This is an optimization exercise on Yosys and OpenROAD, whose aim is small area, a short achievable clock period and few clock cycles, not a production implementation. For this run, only the layout was checked, not whether the RTL still works.

===== design/flow/config.mk =====
export PLATFORM = sky130hd
export DESIGN_NAME = TriSolve4x4
export DESIGN_NICKNAME = TriSolve4x4
export VERILOG_FILES = /design/flow/design.v
export SDC_FILE = /design/flow/constraint.sdc
export NUM_CORES = 8
export LEC_CHECK = 0
export ABC_AREA = 1
export CAP_MARGIN = 20
export CORE_AREA = 3 3 447 447
export DIE_AREA = 0 0 450 450
export SLEW_MARGIN = 20

===== design/flow/constraint.sdc =====
create_clock -name core_clock -period 150.0 [get_ports {clk}]
set_input_delay 30.0000 -clock core_clock [delete_from_list [all_inputs] [get_ports {clk}]]
set_output_delay 30.0000 -clock core_clock [all_outputs]
set_load 0.01 [all_outputs]

===== design/flow/design.v =====
`timescale 1ns/1ps
module ForwardSub4x4(
    input              clk,
    input              rst,
    input              start,
    input      [511:0] L_in,  
    input      [127:0] b_in,
    output reg         done,
    output reg [127:0] y_out
);
  reg signed [31:0] L [0:15];
  reg signed [31:0] b [0:3];
  reg signed [31:0] y [0:3];
  reg [1:0] i;
  integer j;
  localparam IDLE  = 3'd0,
             LOAD  = 3'd1,
             CALC  = 3'd2,
             DONE  = 3'd3;
  reg [2:0] state;
  reg signed [31:0] sum;
  integer idx;
  always @(posedge clk) begin
    if(rst) begin
      state <= IDLE;
      done  <= 0;
    end else begin
      case(state)
        IDLE: begin
          done <= 0;
          if(start)
            state <= LOAD;
        end
        LOAD: begin
          for(idx=0; idx<16; idx=idx+1) begin
            if(idx/4 >= idx%4)
              L[idx] <= L_in[idx*32 +: 32];
          end
          for(idx=0; idx<4; idx=idx+1) begin
            b[idx] <= b_in[idx*32 +: 32];
          end
          i <= 0;   
          state <= CALC;
        end
        CALC: begin
          sum = b[i];
          for(j=0; j<3; j=j+1) begin
            if(j < i)
              sum = sum - (L[{i, j[1:0]}] * y[j]);
          end
          if(sum == 32'sh80000000 && L[{i, i}] == -32'sd1)
            y[i] <= 32'sh80000000;
          else if(L[{i, i}] != 0)
            y[i] <= sum / L[{i, i}];
          else
            y[i] <= 0;  
          if(i<3) begin
            i <= i+1;
          end else begin
            state <= DONE;
          end
        end
        DONE: begin
          done <= 1;
          for(idx=0; idx<4; idx=idx+1) begin
            y_out[idx*32 +: 32] <= y[idx];
          end
          if(start) begin
            done  <= 0;
            state <= LOAD;
          end
        end
      endcase
    end
  end
endmodule
`timescale 1ns/1ps
module BackwardSub4x4(
    input              clk,
    input              rst,
    input              start,
    input      [511:0] U_in,
    input      [127:0] y_in,
    output reg         done,
    output reg [127:0] x_out
);
  reg signed [31:0] U [0:15];
  reg signed [31:0] y [0:3];
  reg signed [31:0] x [0:3];
  reg [1:0] i;
  integer j;
  localparam IDLE  = 3'd0,
             LOAD  = 3'd1,
             CALC  = 3'd2,
             DONE  = 3'd3;
  reg [2:0] state;
  reg signed [31:0] sum;
  integer idx;
  always @(posedge clk) begin
    if(rst) begin
      state <= IDLE;
      done <= 0;
    end else begin
      case(state)
        IDLE: begin
          done <= 0;
          if(start)
            state <= LOAD;
        end
        LOAD: begin
          for(idx=0; idx<16; idx=idx+1) begin
            if(idx%4 >= idx/4)
              U[idx] <= U_in[idx*32 +: 32];
          end
          for(idx=0; idx<4; idx=idx+1) begin
            y[idx] <= y_in[idx*32 +: 32];
          end
          i <= 3;  
          state <= CALC;
        end
        CALC: begin
          sum = y[i];
          for(j=3; j>0; j=j-1) begin
            if(j > i)
              sum = sum - (U[{i, j[1:0]}] * x[j]);
          end
          if(sum == 32'sh80000000 && U[{i, i}] == -32'sd1)
            x[i] <= 32'sh80000000;
          else if(U[{i, i}] != 0)
            x[i] <= sum / U[{i, i}];
          else
            x[i] <= 0;  
          if(i>0) begin
            i <= i - 1;
          end else begin
            state <= DONE;
          end
        end
        DONE: begin
          done <= 1;
          for(idx=0; idx<4; idx=idx+1) begin
            x_out[idx*32 +: 32] <= x[idx];
          end
          if(start) begin
            done  <= 0;
            state <= LOAD;
          end
        end
      endcase
    end
  end
endmodule
`timescale 1ns/1ps
module TriSolve4x4(
    input              clk,
    input              rst,
    input              start,
    input      [511:0] L_in,
    input      [511:0] U_in,
    input      [127:0] b_in,
    output reg         done,
    output     [127:0] x_out
);
  localparam W = 8;
  reg  [31:0] slot0, slot1, slot2, slot3;
  assign x_out = {slot3, slot2, slot1, slot0};
  reg  [3:0]  sg;        
  reg  [3:0]  ff;        
  reg  [3:0]  ydn;       
  reg  [3:0]  xdn;       
  reg         busy;
  reg         fix;       
  wire [31:0] mw0  = L_in[(4*1+0)*32 +: 32];
  wire [31:0] mw1  = L_in[(4*2+0)*32 +: 32];
  wire [31:0] mw2  = L_in[(4*3+0)*32 +: 32];
  wire [31:0] mw3  = L_in[(4*2+1)*32 +: 32];
  wire [31:0] mw4  = L_in[(4*3+1)*32 +: 32];
  wire [31:0] mw5  = L_in[(4*3+2)*32 +: 32];
  wire [31:0] mw6  = U_in[(4*2+3)*32 +: 32];
  wire [31:0] mw7  = U_in[(4*1+3)*32 +: 32];
  wire [31:0] mw8  = U_in[(4*1+2)*32 +: 32];
  wire [31:0] mw9  = U_in[(4*0+3)*32 +: 32];
  wire [31:0] mw10 = U_in[(4*0+2)*32 +: 32];
  wire [31:0] mw11 = U_in[(4*0+1)*32 +: 32];
  wire [31:0] dw0 = L_in[(4*0+0)*32 +: 32];
  wire [31:0] dw1 = L_in[(4*1+1)*32 +: 32];
  wire [31:0] dw2 = L_in[(4*2+2)*32 +: 32];
  wire [31:0] dw3 = L_in[(4*3+3)*32 +: 32];
  wire [31:0] dw4 = U_in[(4*3+3)*32 +: 32];
  wire [31:0] dw5 = U_in[(4*2+2)*32 +: 32];
  wire [31:0] dw6 = U_in[(4*1+1)*32 +: 32];
  wire [31:0] dw7 = U_in[(4*0+0)*32 +: 32];
  reg  [3:0]  mp;        
  reg  [3:0]  dp;        
  wire [3:0]  mpn = mp + 4'd1;
  wire [3:0]  dpn = dp + 4'd1;
  wire [11:0] mnx = busy ? (12'd1 << mpn) : 12'd1;
  wire [7:0]  dnx = busy ? (8'd1 << dpn[2:0]) : 8'd1;
  wire [31:0] opbn = ({32{mnx[0]}} & mw0) | ({32{mnx[1]}} & mw1) | ({32{mnx[2]}} & mw2)
                   | ({32{mnx[3]}} & mw3) | ({32{mnx[4]}} & mw4) | ({32{mnx[5]}} & mw5)
                   | ({32{mnx[6]}} & mw6) | ({32{mnx[7]}} & mw7) | ({32{mnx[8]}} & mw8)
                   | ({32{mnx[9]}} & mw9) | ({32{mnx[10]}} & mw10) | ({32{mnx[11]}} & mw11);
  wire [31:0] drn  = ({32{dnx[0]}} & dw0) | ({32{dnx[1]}} & dw1) | ({32{dnx[2]}} & dw2)
                   | ({32{dnx[3]}} & dw3) | ({32{dnx[4]}} & dw4) | ({32{dnx[5]}} & dw5)
                   | ({32{dnx[6]}} & dw6) | ({32{dnx[7]}} & dw7);
  reg  [1:0]  ch;        
  reg  [31:0] opb;       
  wire [1:0] mi = (mp == 4'd0) ? 2'd1 : (mp == 4'd1 || mp == 4'd3 || mp == 4'd6) ? 2'd2 :
                  (mp == 4'd2 || mp == 4'd4 || mp == 4'd5) ? 2'd3 :
                  (mp == 4'd7 || mp == 4'd8) ? 2'd1 : 2'd0;
  wire [1:0] mj = (mp <= 4'd2) ? 2'd0 : (mp == 4'd3 || mp == 4'd4 || mp == 4'd11) ? 2'd1 :
                  (mp == 4'd5 || mp == 4'd8 || mp == 4'd10) ? 2'd2 : 2'd3;
  wire       mbwd = (mp >= 4'd6);
  wire       mdone = (mp == 4'd12);
  wire [3:0] rowdone_f = {mp > 4'd5, mp > 4'd3, mp > 4'd0, 1'b1};
  wire [3:0] yrdy = ydn | (ff & rowdone_f);
  wire       srcrdy = mbwd ? xdn[mj] : yrdy[mj];
  function [31:0] sel4;
    input [1:0] k;
    input [31:0] a0, a1, a2, a3;
    sel4 = k[1] ? (k[0] ? a3 : a2) : (k[0] ? a1 : a0);
  endfunction
  reg  [31:0] dr;        
  reg         dbusy;
  reg  [W-1:0] rr;       
  reg  [31:0] nq;        
  reg  [5:0]  sc;        
  reg         qsg;       
  reg         dwide;     
  wire [1:0]  drow = dp[2] ? ~dp[1:0] : dp[1:0];
  wire        dfwd = ~dp[2];
  wire        wstep = dbusy & dwide;
  wire        dleft  = busy & ~fix & ~dp[3] & ~dbusy;
  wire        d_one  = (dr == 32'd1);
  wire        d_mone = (dr == 32'hffffffff);
  wire        d_zero = (dr == 32'd0);
  wire        prefold = dleft & dfwd & (d_one | d_mone);
  wire [3:0]  lastmac = (dp[2:0] == 3'd1) ? 4'd0 : (dp[2:0] == 3'd2) ? 4'd3 :
                        (dp[2:0] == 3'd3 || dp[2:0] == 3'd4) ? 4'd5 :
                        (dp[2:0] == 3'd5) ? 4'd6 : (dp[2:0] == 3'd6) ? 4'd8 : 4'd11;
  wire        row_ok  = (dp[2:0] == 3'd0) | (mp > lastmac);
  wire        alone   = dleft & ~prefold & row_ok;    
  wire [1:0]  fixrow = sg[0] ? 2'd0 : sg[1] ? 2'd1 : sg[2] ? 2'd2 : 2'd3;
  wire [1:0]  ridx = fix ? fixrow : (alone | wstep) ? drow : mi;
  wire [31:0] sa = sel4(ridx, slot0, slot1, slot2, slot3);
  wire [31:0] sb = sel4(mj, slot0, slot1, slot2, slot3);
  wire [31:0] sd = sa;
  wire        fits = (&opb[31:11]) | ~(|opb[31:11]);
  reg  [11:0] dg;
  reg  [31:0] mc;
  always @* begin
    if (wstep) begin
      dg = 12'd1;
      mc = dr;
    end else if (fits) begin
      dg = opb[11:0];
      mc = sb;
    end else if (ch == 2'd0) begin
      dg = {1'b0, opb[10:0]};
      mc = sb;
    end else if (ch == 2'd1) begin
      dg = {1'b0, opb[21:11]};
      mc = {sb[20:0], 11'd0};
    end else begin
      dg = {{2{opb[31]}}, opb[31:22]};
      mc = {sb[9:0], 22'd0};
    end
  end
  wire        flip = wstep ? dr[31] : (sg[mj] ^ (mbwd & sg[mi]));
  wire [31:0] wx   = {sd[30:0], nq[31]};
  wire [31:0] acc  = wstep ? wx : sa;
  wire [12:0] dge = {dg, 1'b0};
  reg  [31:0] row0, row1, row2, row3, row4, row5;
  reg  [31:0] negs;
  reg  [31:0] sel;
  reg         one, two, neg;
  reg  [2:0]  bt;
  integer k, b;
  always @* begin
    negs = 32'd0;
    row0 = 0; row1 = 0; row2 = 0; row3 = 0; row4 = 0; row5 = 0;
    for (k = 0; k < 6; k = k + 1) begin
      bt  = dge[2*k +: 3];
      one = bt[1] ^ bt[0];
      two = (bt == 3'b011) | (bt == 3'b100);
      neg = (one | two) & (bt[2] ^ ~flip);
      for (b = 0; b < 32; b = b + 1)
        sel[b] = (one & mc[b]) | (two & (b > 0 ? mc[b-1] : 1'b0));
      sel = (sel ^ {32{neg}}) << (2*k);
      negs[2*k] = neg;
      case (k)
        0: row0 = sel;
        1: row1 = sel;
        2: row2 = sel;
        3: row3 = sel;
        4: row4 = sel;
        default: row5 = sel;
      endcase
    end
  end
  wire [31:0] s1 = acc ^ row0 ^ row1;
  wire [31:0] c1 = ((acc & row0) | (acc & row1) | (row0 & row1)) << 1;
  wire [31:0] s2 = row2 ^ row3 ^ row4;
  wire [31:0] c2 = ((row2 & row3) | (row2 & row4) | (row3 & row4)) << 1;
  wire [31:0] s3 = s1 ^ c1 ^ s2;
  wire [31:0] c3 = ((s1 & c1) | (s1 & s2) | (c1 & s2)) << 1;
  wire [31:0] s4 = c2 ^ row5 ^ negs;
  wire [31:0] c4 = ((c2 & row5) | (c2 & negs) | (row5 & negs)) << 1;
  wire [31:0] s5 = s3 ^ c3 ^ s4;
  wire [31:0] c5 = ((s3 & c3) | (s3 & s4) | (c3 & s4)) << 1;
  wire [31:0] s6 = s5 ^ c5 ^ c4;
  wire [31:0] c6 = ((s5 & c5) | (s5 & c4) | (c5 & c4)) << 1;
  wire [31:0] macres = s6 + c6;
  wire        mlast = fits | (ch == 2'd2);
  wire        mfire = busy & ~fix & ~mdone & srcrdy & ~wstep & ~alone;
  wire        mfin = mfire & mlast;
  wire        merge   = dleft & ~prefold & mfin & (mp == lastmac) & (dp[2:0] != 3'd0);
  wire        setup   = alone | merge;
  wire [31:0] nv  = merge ? macres : sd;
  wire        nsg = sg[drow];
  wire [31:0] nneg = ngo;
  wire [31:0] nabs = nv[31] ? nneg : nv;
  wire        nsign = nsg ? nneg[31] : nv[31];
  wire        dnar = dr[31] ? ((&dr[31:W]) & (|dr[W-1:0])) : ~(|dr[31:W]);
  wire [W-1:0] d8 = dr[31] ? -dr[W-1:0] : dr[W-1:0];
  wire [W+1:0] d8x3 = {2'b0, d8} + {1'b0, d8, 1'b0};
  wire [W-1:0] dsm = {1'b0, d8[W-1:1] | {1'b0, d8[W-1:2]} | {2'b0, d8[W-1:3]} | {3'b0, d8[W-1:4]}
                     | {4'b0, d8[W-1:5]} | {5'b0, d8[W-1:6]} | {6'b0, d8[W-1:7]}};
  wire       c_a = dnar & ~(|nabs[31:12+W]) & ~(|(nabs[12 +: W] & ~dsm));
  wire       c_b = dnar & ~c_a & ~(|(nabs[31:28] & ~dsm[3:0]));
  wire       s_res = d_one | d_mone;                   
  wire       s_zero = d_zero;                          
  wire       s_div = setup & ~s_res & ~s_zero;
  wire       s_fin = s_div & c_a;                     
  wire [31:0] ngo = -nv;
  wire [W-1:0] ci_r = dbusy ? rr : (c_a ? nabs[12 +: W] : {4'b0, nabs[31:28]});
  wire [31:0]  ci_n = dbusy ? nq : (c_a ? {nabs[11:0], 20'd0} : {nabs[27:0], 4'd0});
  reg  [W-1:0] sr, r6;
  reg  [31:0]  sn, n6;
  reg  [W+1:0] sx;
  reg  [W+2:0] t1, t2, t3;
  integer s;
  always @* begin
    sr = ci_r;
    sn = ci_n;
    r6 = 0;
    n6 = 0;
    for (s = 0; s < 8; s = s + 1) begin
      if (s == 6) begin r6 = sr; n6 = sn; end
      sx = {sr, sn[31:30]};
      t1 = {1'b0, sx} - {3'b0, d8};
      t2 = {1'b0, sx} - {2'b0, d8, 1'b0};
      t3 = {1'b0, sx} - {1'b0, d8x3};
      if (!t3[W+2])      begin sr = t3[W-1:0]; sn = {sn[29:0], 2'd3}; end
      else if (!t2[W+2]) begin sr = t2[W-1:0]; sn = {sn[29:0], 2'd2}; end
      else if (!t1[W+2]) begin sr = t1[W-1:0]; sn = {sn[29:0], 2'd1}; end
      else               begin sr = sx[W-1:0]; sn = {sn[29:0], 2'd0}; end
    end
  end
  wire        wq = ~macres[31];                        
  wire [31:0] qn = dwide ? {nq[30:0], wq} : sn;
  wire        dfin = dbusy & (sc == 6'd1);
  wire [31:0] dwin = fix ? sa : dbusy ? qn : n6;
  wire        dwneg = fix | (dbusy ? qsg : (nsign ^ dr[31]));
  wire [31:0] dwo = -dwin;
  wire [31:0] dwv = dwneg ? dwo : dwin;
  wire        szw = setup & ((s_zero & ~s_res) | (s_div & ~dnar));
  wire        dwr = dfin | fix | szw | s_fin;
  wire [1:0]  dwrow = fix ? fixrow : drow;
  wire [31:0] dwdata = szw ? 32'd0 : dwv;
  wire [31:0] wrem = wq ? macres : wx;
  wire        dadv = prefold | dfin | (setup & (s_res | s_zero)) | s_fin;
  reg [3:0] sg_n;
  always @* begin
    sg_n = sg;
    if (prefold) sg_n[drow] = d_mone;
    if (setup & s_res) sg_n[drow] = nsg ^ d_mone;
    if ((setup & s_zero & ~s_res) | dfin | s_fin) sg_n[drow] = 1'b0;
    if (fix) sg_n[fixrow] = 1'b0;
  end
  wire all_end = (dadv & (dp == 4'd7)) | fix;
  always @(posedge clk) begin
    if (rst) begin
      busy <= 1'b0;
      done <= 1'b0;
    end else if (!busy) begin
      if (start) begin
        busy <= 1'b1;
        done <= 1'b0;
      end
    end else if (all_end && sg_n == 4'd0) begin
      busy <= 1'b0;
      done <= 1'b1;
    end
  end
  wire        mwr = mfire | wstep;
  wire [1:0]  mwrow = wstep ? drow : mi;
  wire [31:0] mwdata = wstep ? wrem : macres;
  wire [3:0]  dsel = {4{dwr}} & (4'b0001 << dwrow);
  wire [3:0]  msel = {4{mwr}} & (4'b0001 << mwrow) & ~dsel;
  always @(posedge clk) begin
    if (!busy) begin
      if (start) begin
        slot0 <= b_in[31:0];
        slot1 <= b_in[63:32];
        slot2 <= b_in[95:64];
        slot3 <= b_in[127:96];
      end
    end else begin
      if (dsel[0]) slot0 <= dwdata; else if (msel[0]) slot0 <= mwdata;
      if (dsel[1]) slot1 <= dwdata; else if (msel[1]) slot1 <= mwdata;
      if (dsel[2]) slot2 <= dwdata; else if (msel[2]) slot2 <= mwdata;
      if (dsel[3]) slot3 <= dwdata; else if (msel[3]) slot3 <= mwdata;
    end
  end
  always @(posedge clk) begin
    if (!busy) begin
      opb <= opbn;
      dr  <= drn;
      if (start) begin
        mp    <= 4'd0;
        ch    <= 2'd0;
        dp    <= 4'd0;
        sg    <= {3'b0, dw0 == 32'hffffffff};
        ff    <= {3'b0, (dw0[31:1] == 31'd0 && dw0[0]) || (dw0 == 32'hffffffff)};
        ydn   <= 4'd0;
        xdn   <= 4'd0;
        dbusy <= 1'b0;
        fix   <= 1'b0;
      end
    end else begin
      sg <= sg_n;
      if (all_end && sg_n != 4'd0) fix <= 1'b1;
      if (mfire) begin
        if (mlast) begin
          mp  <= mpn;
          ch  <= 2'd0;
          opb <= opbn;
        end else
          ch <= ch + 2'd1;
      end
      if (prefold)
        ff[drow] <= 1'b1;
      if (setup && (s_res || s_zero || s_fin)) begin
        if (!dfwd) xdn[drow] <= 1'b1;
        else       ydn[drow] <= 1'b1;
      end
      if (s_div && !c_a) begin
        dbusy <= 1'b1;
        qsg   <= nsign ^ dr[31];
        dwide <= ~dnar;
        rr    <= c_b ? r6 : {W{1'b0}};
        nq    <= c_b ? n6 : nabs;
        sc    <= ~dnar ? 6'd32 : (c_b ? 6'd1 : 6'd2);
      end
      if (dbusy) begin
        nq <= qn;
        rr <= sr;
        sc <= sc - 6'd1;
        if (dfin) begin
          dbusy <= 1'b0;
          if (!dfwd) xdn[drow] <= 1'b1;
          else       ydn[drow] <= 1'b1;
        end
      end
      if (dadv) begin
        dp  <= dpn;
        dr  <= drn;
      end
    end
  end
endmodule

===== design/flow/flow/run.sh =====
#!/bin/bash
# The standard layout (standard.sh: the standard flow's synthesis and ORFS flow), except
# that the port buffers are plain buf_1 cells instead of the default choice.
# Every input and output port still gets its own buffer.
set -euo pipefail
bash standard.sh "BUFFER_PORTS_ARGS=-buffer_cell sky130_fd_sc_hd__buf_1" finish > standard_flow.log 2>&1

===== design/flow/standard.sh =====
#!/bin/bash
# synth_recipe.tcl (not shown) runs the flow's synth.tcl, then flattens the netlist and writes it again
# the make line also repeats each setting of config.mk as NAME=value (left out here)
make -C /OpenROAD-flow-scripts/flow DESIGN_CONFIG=/design/flow/config.mk WORK_HOME=/design/flow/orfs CLKGATE_MAP_FILE= SYNTH_SCRIPT=/design/flow/synth_recipe.tcl "${@:-finish}"

==> summary.txt <==
Final min period: 38780 ps
Max Used Layer: met5
Post-cts resize count: 0
Starting DRT DRC Count: 7083
Netlist cell types: 78
Die X: 450 microns
Syn nets: 8505
DRC: 0
Slew @ Worst Pin: 1180 ps
Top_reg_cell synth: edfxtp_1
IO Count: 1284
Vias: 56100
Slowest cell on the critical path: o21ai_0
Core area: 0.195 sq mm
Final setup fails: 0
Post-Synthesis Cells: 6872
Fin. max-slew vios: 0
Post-synth EDFFs: 268
CP startpoint: dp[2]
CP peak stage delay: 790 ps
Layout fillers: 22300
Synth Cell Area: 0.0455 sq mm
FF+latch count, synth: 270
Drt via density: 5.43
Setup CP Type: register to register
Worst hold path class: register to register
H-tree lvl count: 2
Port bufs: 899
CTS sink count: 270
Clock buffer depth: 3
Clk slew on worst S/H paths: 70 ps
Pre-Repair DR Iteration Count: 9
Full die area: 0.203 sq mm
Largest net degree at the start of global routing: 107
First-pass GRT wire length: 450000 microns
Max Freq: 0.0258 GHz
Clock buffer count from CTS: 36
Remaining antenna violation count: 0
CP required: 150330 ps
Initial core utilization: 23.3%
Setup TNS: 0 ps
Final Skew: 41.9 ps
Post-synthesis sequential area ratio: 17.8%
Setup Fix Bufs, Post-CTS: 0
DP HPWL: 288000 microns
Outcome: complete, no violations
Share of cells above drive strength 1: 5.85%
Clk root buf: clkbuf_16
DR WL met3: 36100 microns
Synthesis Warnings: 1
Ys async rst share: 0%
Total Wirelength: 341000 microns
CP dominant cell by count: nand2_1
Final Hold Violating Endpoints: 0
Number of global-route vias before repair: 52500
RSZ-0062 raised after global routing: no
Worst setup margin: 111220 ps
# hold bufs at CTS: 0
CTS tree: built
Max Cap Viol: 0
Grt ovf: 0
WL per Instance: 33.0 microns
Relative slew margins: 20.8%
Critical path launch point type: register
HP Start: done
Crit path DAT: 39110 ps
RePlAce Congestion: 1.09
Pre-CTS setup slack: 112290 ps
Aggregate global-route resource usage: 32.2%
DR WL met2: 143000 microns
Mapped Avg Cell Area: 6.62 sq um
Critical Path Fanout Max: 85
Critical Path End Type: register
Wl on met1: 132000 microns
Critical R2R Launch: dp[2]
Clock latency at the later pin of the worst-skew pair: 590 ps
Final cycle utilization of the critical path: 25.9%
Floorplan row count: 162
# nets final: 9240
Area growth syn-to-layout: 17.1%
Die height: 450 microns
Initial antenna violation count: 139
## layout make-up
cell class | count | area (sq um) | share of cell area [%]
clock buffers | 44 | 951 | 1.78
multi-input cells | 5316 | 32600 | 61.1
well taps | 2624 | 3280 | 6.16
flip-flops and latches | 270 | 8090 | 15.2
repair buffers | 1033 | 4380 | 8.23
diodes | 78 | 195 | 0.366
inverters | 950 | 3580 | 6.72
clock inverters | 22 | 240 | 0.451
## critical path, delay by kind of cell (launching register included)
kind | cells | cell delay (ps)
multiplexers | 3 | 1860
AND/OR/NAND/NOR | 78 | 12720
flip-flops | 1 | 720
XOR/XNOR | 1 | 290
adder cells (fa/ha/maj) | 16 | 6520
AO/OA/AOI/OAI | 51 | 13630
buffers and inverters | 18 | 2560
## per-layer routing
metal	vias up	global-route usage, %
met5	-	0
li1	24800	-
met3	737	9.83
met4	52	22.8
met1	27200	39.5
met2	3293	47.9
## cell usage after synthesis, types with 152 or more instances
cell type  number  area [sq um]
clkbuf_1      216           811
nor2_1        409          1540
o21ai_0       332          1660
a21oi_1       444          2220
nand2_1      1653          6200
ha_1          326          4080
edfxtp_1      268          8050
nand3_1       630          3150
xor2_1        222          1940
inv_1         900          3380
o22ai_1       169          1060
fa_1          152          3040
## path summary, 6_finish.rpt
| check | endpoint | slack [ps] | cells past startpoint |
|---|---|---|---|
| hold / removal | done | 550 | 2 |
| setup reg to reg | slot1[14] | 111220 | 167 |
| hold reg to reg | done | 550 | 2 |
| setup / recovery | slot1[14] | 111220 | 167 |
## stage by stage
step	hold WS, ps	area [sq um]	std cells	utilization (%)
floorplan	409	45500	6872	-
global placement	546	51900	10200	26.5
detailed placement	550	51900	10200	26.6
CTS	560	53100	10300	27.2
global route	558	53200	10300	27.2
finish	547	53300	10300	27.3
## cells by family (layout without fill, tap and decap cells)
| family | after synthesis | count (layout) | synth area share, % |
|---|---|---|---|
| other cells | 0 | 78 | 0 |
| buf+inv | 1286 | 2049 | 11.3 |
| fa+ha+maj | 478 | 478 | 15.6 |
| xor+xnor | 313 | 313 | 6.02 |
| mux | 5 | 5 | 0.110 |
| compound gates | 1474 | 1474 | 19.9 |
| flops | 270 | 270 | 17.8 |
| simple gates | 3046 | 3046 | 29.3 |
## layout by cell type, fill, tap and decap left out, types with 15 or more instances in the layout
cell,synthesis,layout
edfxtp_1,268,268
o21ai_1,42,50
clkbuf_16,0,36
o21ai_0,332,323
clkinv_1,14,17
inv_1,900,895
fa_1,152,152
nor3_1,52,47
buf_4,21,133
and2_1,16,16
a31oi_1,51,49
buf_1,34,899
nand3b_1,15,15
or2_2,49,49
ha_1,326,326
nand3_1,630,625
xnor2_1,91,88
a221oi_1,49,49
nand4_1,81,81
a22oi_1,37,37
nand3_2,25,30
nor2_1,409,397
nand2_1,1653,1651
nor4_1,27,27
o21bai_1,31,31
o221ai_1,32,32
diode_2,0,78
o211ai_1,90,90
o2111ai_1,48,47
o31ai_1,20,20
nor2_2,12,18
a21oi_1,444,438
a22o_1,25,25
inv_2,33,37
o22ai_1,169,168
nand2_2,37,39
xor2_1,222,218
## registers in the layout, indices dropped and copies added, names as in the netlist, 2 cells and up
| name | flops |
|---|---|
| slot0 | 32 |
| dr | 32 |
| ff | 4 |
| sc | 6 |
| sg | 4 |
| nq | 32 |
| rr | 8 |
| mp | 4 |
| opb | 32 |
| slot2 | 32 |
| ydn | 4 |
| slot3 | 32 |
| dp | 4 |
| xdn | 4 |
| ch | 2 |
| slot1 | 32 |

[re-timing with driven ports]
The results above use ideal ports. As a check the final layout listed here was re-extracted and re-timed, cells and wires unchanged. Step 1 assumes that a clkbuf_16 drives the clock port and a buf_2 every other input. Step 2 adds t to the input delays and takes it off the output delays; t is the mean of the earliest and latest rising clock arrival at the registers after step 1. Input paths then give back, and output paths get back, about the clock's delay inside the block. Three values: ideal ports, drivers, drivers and shift; two values: the first two.
shift t [ns]: 0.634
slack for setup (ns): 111.218 / 111.218 / 111.218
latest minus earliest clock arrival (ns): 0.041 / 0.042
worst slew at a driven data input, ns: 0.49
After both steps setup and hold are still met in this run. For this run, drivers alone change the setup slack by 0.000 ns; drivers and shift together by 0.000 ns.
